This design comes from an exercise in tuning for small area and a short achievable clock period on the open sky130 flow, not from production work.
At most, simulation tests tie the RTL to the original design; equivalence was not proved.
No driver is modelled on the clock port, so clocking that relies on it looks cheaper here than on a real chip.
No activity file was given, so power comes from the tool's default toggle rates.

## pe_mac
module pe_mac #(
  parameter int WA       = 16,
  parameter int WB       = 16,
  parameter int ACCW     = 40,
  parameter int MULT_LAT = 1,
  parameter int ADD_LAT  = 0
) (
  input  logic                    clk,
  input  logic                    rst_n,
  input  logic                    in_valid,
  output logic                    in_ready,
  input  logic signed [WA-1:0]    a_in,
  input  logic signed [WB-1:0]    b_in,
  input  logic signed [ACCW-1:0]  psum_in,
  output logic                    out_valid,
  input  logic                    out_ready,
  output logic signed [WA-1:0]    a_out,
  output logic signed [WB-1:0]    b_out,
  output logic signed [ACCW-1:0]  psum_out
);
For scale: about 150 I/O pins.
==> flow/config.mk <==
export PLATFORM = sky130hd
export DESIGN_NAME = pe_mac
export DESIGN_NICKNAME = pe_mac
export VERILOG_FILES = /design/flow/design.v
export SDC_FILE = /design/flow/constraint.sdc
export NUM_CORES = 4
export LEC_CHECK = 0
export ABC_AREA = 1
export CAP_MARGIN = 20
export CORE_MARGIN = 2
export CORE_UTILIZATION = 55
export CTS_BUF_LIST = sky130_fd_sc_hd__clkbuf_8
export SETUP_SLACK_MARGIN = 3.3
export SLEW_MARGIN = 20
export SYNTH_HIERARCHICAL = 1
export SYNTH_MINIMUM_KEEP_SIZE = 0
export TNS_END_PERCENT = 20
==> flow/constraint.sdc <==
create_clock -name core_clock -period 6.0 [get_ports {clk}]
set_input_delay 1.2000 -clock core_clock [delete_from_list [all_inputs] [get_ports {clk}]]
set_output_delay 1.2000 -clock core_clock [all_outputs]
set_load 0.01 [all_outputs]
standard.sh (not shown) runs the stock make flow with config.mk's settings and CLKGATE_MAP_FILE= SYNTH_SCRIPT=/design/flow/synth_recipe.tcl, a recipe that flattens the netlist after the stock synthesis.
==> flow/flow/run.sh <==
#!/bin/bash
# Own flow: the standard layout (standard.sh, unchanged synthesis) with
#  - the port buffers made of the smallest buffer cell (buf_1), and
#  - useful skew for the internal M registers (flow/skew.tcl, run as the
#    PRE_CTS_TCL hook: it wraps clock_tree_synthesis and delays the clock of
#    Ms/Mc, which have no path from an input or to an output).
set -euo pipefail
here=$(pwd)
export BUFFER_PORTS_ARGS="-buffer_cell sky130_fd_sc_hd__buf_1"
export PRE_CTS_TCL="$here/flow/skew.tcl"

export SKEW_CELLS="clkbuf_2 clkbuf_4"
export CTS_ARGS="-sink_clustering_enable -repair_clock_nets -buf_list sky130_fd_sc_hd__clkbuf_8 -dont_use_dummy_load"
bash standard.sh > standard.log 2>&1
Other scripts of this flow, unchanged in this note and not shown: flow/flow/skew.tcl
==> next run, changes <==
--- a/flow/config.mk
+++ b/flow/config.mk
@@ -10,5 +10,5 @@
 export CORE_MARGIN = 2
-export CORE_UTILIZATION = 55
+export CORE_UTILIZATION = 68
 export CTS_BUF_LIST = sky130_fd_sc_hd__clkbuf_8
-export SETUP_SLACK_MARGIN = 3.3
+export SETUP_SLACK_MARGIN = 3.2
 export SLEW_MARGIN = 20
=> Worst setup slack is worse by 5.4 ps; die area fell by 19%; wire length went down by about 0.44%; global-route usage goes up by 5.6 points; fmax hardly moves.
==> next run, changes <==
--- a/flow/config.mk
+++ b/flow/config.mk
@@ -10,3 +10,3 @@
 export CORE_MARGIN = 2
-export CORE_UTILIZATION = 68
+export CORE_UTILIZATION = 55
 export CTS_BUF_LIST = sky130_fd_sc_hd__clkbuf_8
Maximum frequency goes up by 0.85%.
Final area goes up by 1.4%.
Total power goes down by 0.75%.
Synthesized cell count stays the same.
Worst setup slack improves by 24 ps.
==> next run, changes <==
--- a/flow/config.mk
+++ b/flow/config.mk
@@ -12,3 +12,3 @@
 export CTS_BUF_LIST = sky130_fd_sc_hd__clkbuf_8
-export SETUP_SLACK_MARGIN = 3.2
+export SETUP_SLACK_MARGIN = 3.3
 export SLEW_MARGIN = 20
@@ -16,2 +16,2 @@
 export SYNTH_MINIMUM_KEEP_SIZE = 0
-export TNS_END_PERCENT = 20
+export TNS_END_PERCENT = 5
Effect: Maximum frequency falls by 2.1%. Cell count goes up by 1.2%. Core utilization increases by 0.82 points.
Function was not checked in any run of this note: the RTL went through the layout flow alone.

---

Another version of the RTL of pe_mac (not shown whole).
Size in the first run: ~1400 cells after synthesis, ~150 I/O pins, roughly 12000 sq um of cells after synthesis.
==> flow/config.mk <==
export PLATFORM = sky130hd
export DESIGN_NAME = pe_mac
export DESIGN_NICKNAME = pe_mac
export VERILOG_FILES = /design/flow/design.v
export SDC_FILE = /design/flow/constraint.sdc
export NUM_CORES = 4
export LEC_CHECK = 0
export ABC_AREA = 1
export CAP_MARGIN = 20
export CORE_MARGIN = 2
export CORE_UTILIZATION = 40
export SETUP_SLACK_MARGIN = 3.0
export SLEW_MARGIN = 20
export SYNTH_HIERARCHICAL = 1
export SYNTH_MINIMUM_KEEP_SIZE = 0
==> flow/constraint.sdc <==
create_clock -name core_clock -period 6.0 [get_ports {clk}]
set_input_delay 1.2000 -clock core_clock [delete_from_list [all_inputs] [get_ports {clk}]]
set_output_delay 1.2000 -clock core_clock [all_outputs]
set_load 0.01 [all_outputs]
==> flow/flow/run.sh <==
#!/bin/bash
# Own flow: the standard layout (standard.sh, unchanged synthesis) with
#  - the port buffers made of the smallest buffer cell (buf_1), and
#  - useful skew for the internal M registers (flow/skew.tcl, run as the
#    PRE_CTS_TCL hook: it wraps clock_tree_synthesis and delays the clock of
#    Ms/Mc, which have no path from an input or to an output).
set -euo pipefail
here=$(pwd)
export BUFFER_PORTS_ARGS="-buffer_cell sky130_fd_sc_hd__buf_1"
export PRE_CTS_TCL="$here/flow/skew.tcl"

export SKEW_CELLS="clkbuf_2 clkbuf_2 clkbuf_4"
bash standard.sh > standard.log 2>&1
Other scripts of this flow, unchanged in this note and not shown: flow/flow/skew.tcl
The starting point ran to the end with no violations.
Next try:
--- a/flow/flow/run.sh
+++ b/flow/flow/run.sh
@@ -12 +12 @@
-export SKEW_CELLS="clkbuf_2 clkbuf_2 clkbuf_4"
+export SKEW_CELLS="clkbuf_2 clkbuf_2 clkbuf_2 clkbuf_4"
Effect: The new run passed the timing, design-rule and antenna checks; global-route usage shrinks by 0.15 points; design area shrinks by 1.2%; power grows by 1.9%; cell count shrinks by about 0.5%; worst hold slack degrades by 0.091 ns; routed wire length shrinks by about 0.6%; core utilization shrinks by 0.58 points; register-to-register slack improves by 0.03 ns; synthesized area stays the same; setup slack improves by 0.028 ns.
Next try:
Settings changed: SETUP_SLACK_MARGIN 3.0 to 3.3.
Effect:
- hold slack is about the same
- setup slack improves by 0.023 ns
- global-route usage rose by 1.4 points
- clock skew rose by 0.013 ns
- area after synthesis stays the same
- cell count rose by 5.0%
- power rose by 16%
- utilization rose by 7.0 points

---

pe_mac, a different RTL version from the one above (not shown whole).
Size: roughly 1300 cells after synthesis, ~150 I/O pins, roughly 0.012 sq mm of cells after synthesis.
Settings: LEC_CHECK=0, ABC_AREA=1, CAP_MARGIN=20, CORE_MARGIN=2, CORE_UTILIZATION=68, CTS_BUF_LIST=sky130_fd_sc_hd__clkbuf_8, SETUP_SLACK_MARGIN=3.25, SLEW_MARGIN=20, SYNTH_HIERARCHICAL=1, SYNTH_MINIMUM_KEEP_SIZE=0, TNS_END_PERCENT=10; clock period 6.0 ns.
==> flow/flow/run.sh <==
#!/bin/bash
# Own flow: the standard layout (standard.sh, unchanged synthesis) with
#  - the port buffers made of the smallest buffer cell (buf_1), and
#  - useful skew for the internal M registers (flow/skew.tcl, run as the
#    PRE_CTS_TCL hook: it wraps clock_tree_synthesis and delays the clock of
#    Ms/Mc, which have no path from an input or to an output).
set -euo pipefail
here=$(pwd)
export BUFFER_PORTS_ARGS="-buffer_cell sky130_fd_sc_hd__buf_1"
export PRE_CTS_TCL="$here/flow/skew.tcl"

export SKEW_CELLS="clkdlybuf4s25_1 clkbuf_4"
export CTS_ARGS="-sink_clustering_enable -repair_clock_nets -buf_list sky130_fd_sc_hd__clkbuf_8 -dont_use_dummy_load"
bash standard.sh > standard.log 2>&1
==> flow/flow/skew.tcl <==
# Useful skew for the register-to-register paths A,B -> M -> S: the clock of
# the M registers (Ms, Mc), whose D and Q pins connect only to other
# registers through logic, is delayed by a chain of clock buffers after CTS,
# so the multiply stage borrows time from the accumulate stage.
rename clock_tree_synthesis my_cts_orig
proc clock_tree_synthesis {args} {
  my_cts_orig {*}$args
  # buffer cells of the delay chain, from the tree's leaf net to the registers
  set cells [expr {[info exists ::env(SKEW_CELLS)] ? $::env(SKEW_CELLS) : "clkbuf_2 clkbuf_4"}]
  set groups [dict create]
  foreach inst [get_cells -quiet {Ms[* Mc[*}] {
    set pin [get_pins -of_objects $inst -filter "name==CLK"]
    set net [get_nets -of_objects $pin]
    dict lappend groups [get_full_name $net] [list $pin [sta::sta_to_db_inst $inst]]
  }
  set block [ord::get_db_block]
  set k 0
  dict for {netname items} $groups {
    set xs 0; set ys 0; set pins {}
    foreach it $items {
      lappend pins [lindex $it 0]
      set bb [[lindex $it 1] getBBox]
      set xs [expr {$xs + (([$bb xMin] + [$bb xMax]) / 2)}]; set ys [expr {$ys + (([$bb yMin] + [$bb yMax]) / 2)}]
    }
    set n [llength $pins]
    set dbu [$block getDbUnitsPerMicron]
    set loc [list [expr {$xs / $n / double($dbu)}] [expr {$ys / $n / double($dbu)}]]
    set cur $netname
    # a stronger last buffer for a large group keeps the clock pin slew low
    set big [expr {[info exists ::env(SKEW_BIG)] ? $::env(SKEW_BIG) : 6}]
    set chain $cells
    if {$n > $big} { set chain [lreplace $chain end end clkbuf_8] }
    set s 0
    foreach cell $chain {
      insert_buffer -buffer_cell sky130_fd_sc_hd__$cell -net $cur -load_pins $pins -location $loc \
        -buffer_name skewbuf_${k}_$s -net_name skewnet_${k}_$s
      incr s
      set cur [get_full_name [get_nets -of_objects [lindex $pins 0]]]
    }
    puts "skew: $n M register clock pins of $netname behind $chain"
    incr k
  }
}
==> next run, changes <==
--- a/flow/flow/run.sh
+++ b/flow/flow/run.sh
@@ -12 +12 @@
-export SKEW_CELLS="clkdlybuf4s25_1 clkbuf_4"
+export SKEW_CELLS="clkbuf_2 clkbuf_4"
SETUP_SLACK_MARGIN = 3.15   (was 3.25)
Combinational power shrinks by 13%. Sequential share of layout area grows by 0.31 points. Utilization shrinks by 0.71 points. Cell area shrinks by 0.88%.
No functional check of the RTL was part of any run of this note.

-- separate check: timing with driven ports --
The flow's constraints put no driver on any port. The routed layouts listed below were extracted and timed again, unchanged, in two steps.
Step 1 (the two cells are an assumption about what drives the block):
set clk [get_ports {clk}]
set_driving_cell -lib_cell sky130_fd_sc_hd__clkbuf_16 $clk
set_driving_cell -lib_cell sky130_fd_sc_hd__buf_2 [delete_from_list [all_inputs] $clk]
Step 2, shift: input delay + t, output delay - t, t = (earliest + latest rising clock arrival at the registers) / 2. This alone moves slack from input paths to output paths.
Three values: ideal ports, drivers, drivers and shift; two values: the first two.
| run | t, ns | setup slack, ns | clock arrival spread, ns | slew at the worst register clock pin (ns) | worst data-port slew with drivers (ns) |
|---|---|---|---|---|---|
| the first run of note 1 | 0.604 | 3.185 / 3.185 / 2.729 | 0.290 / 0.289 | 0.10 / 0.10 | 0.04 |
| the second run of note 1 | 0.604 | 3.180 / 3.180 / 2.867 | 0.289 / 0.289 | 0.09 / 0.09 | 0.03 |
| the third run of note 1 | 0.595 | 3.204 / 3.204 / 2.826 | 0.288 / 0.288 | 0.10 / 0.10 | 0.05 |
| the fourth run of note 1 | 0.601 | 3.143 / 3.143 / 2.810 | 0.301 / 0.301 | 0.10 / 0.10 | 0.04 |
| the first run of note 2 | 0.648 | 3.035 / 3.035 / 2.718 | 0.352 / 0.352 | 0.08 / 0.08 | 0.05 |
| the second run of note 2 | 0.686 | 3.063 / 3.063 / 2.685 | 0.441 / 0.441 | 0.08 / 0.08 | 0.05 |
| the third run of note 2 | 0.696 | 3.086 / 3.086 / 2.674 | 0.457 / 0.457 | 0.08 / 0.08 | 0.04 |
| the first run of note 3 | 0.679 | 3.098 / 3.098 / 2.682 | 0.461 / 0.462 | 0.10 / 0.10 | 0.05 |
| the second run of note 3 | 0.596 | 3.138 / 3.138 / 2.798 | 0.283 / 0.283 | 0.10 / 0.10 | 0.05 |
Clock arrivals are far apart in 5 of these runs, so t is only a midpoint there and step 2 fits no single register. For the first run of note 1, which loses most, drivers alone change the setup slack by 0.000 ns; drivers and shift together by -0.456 ns.
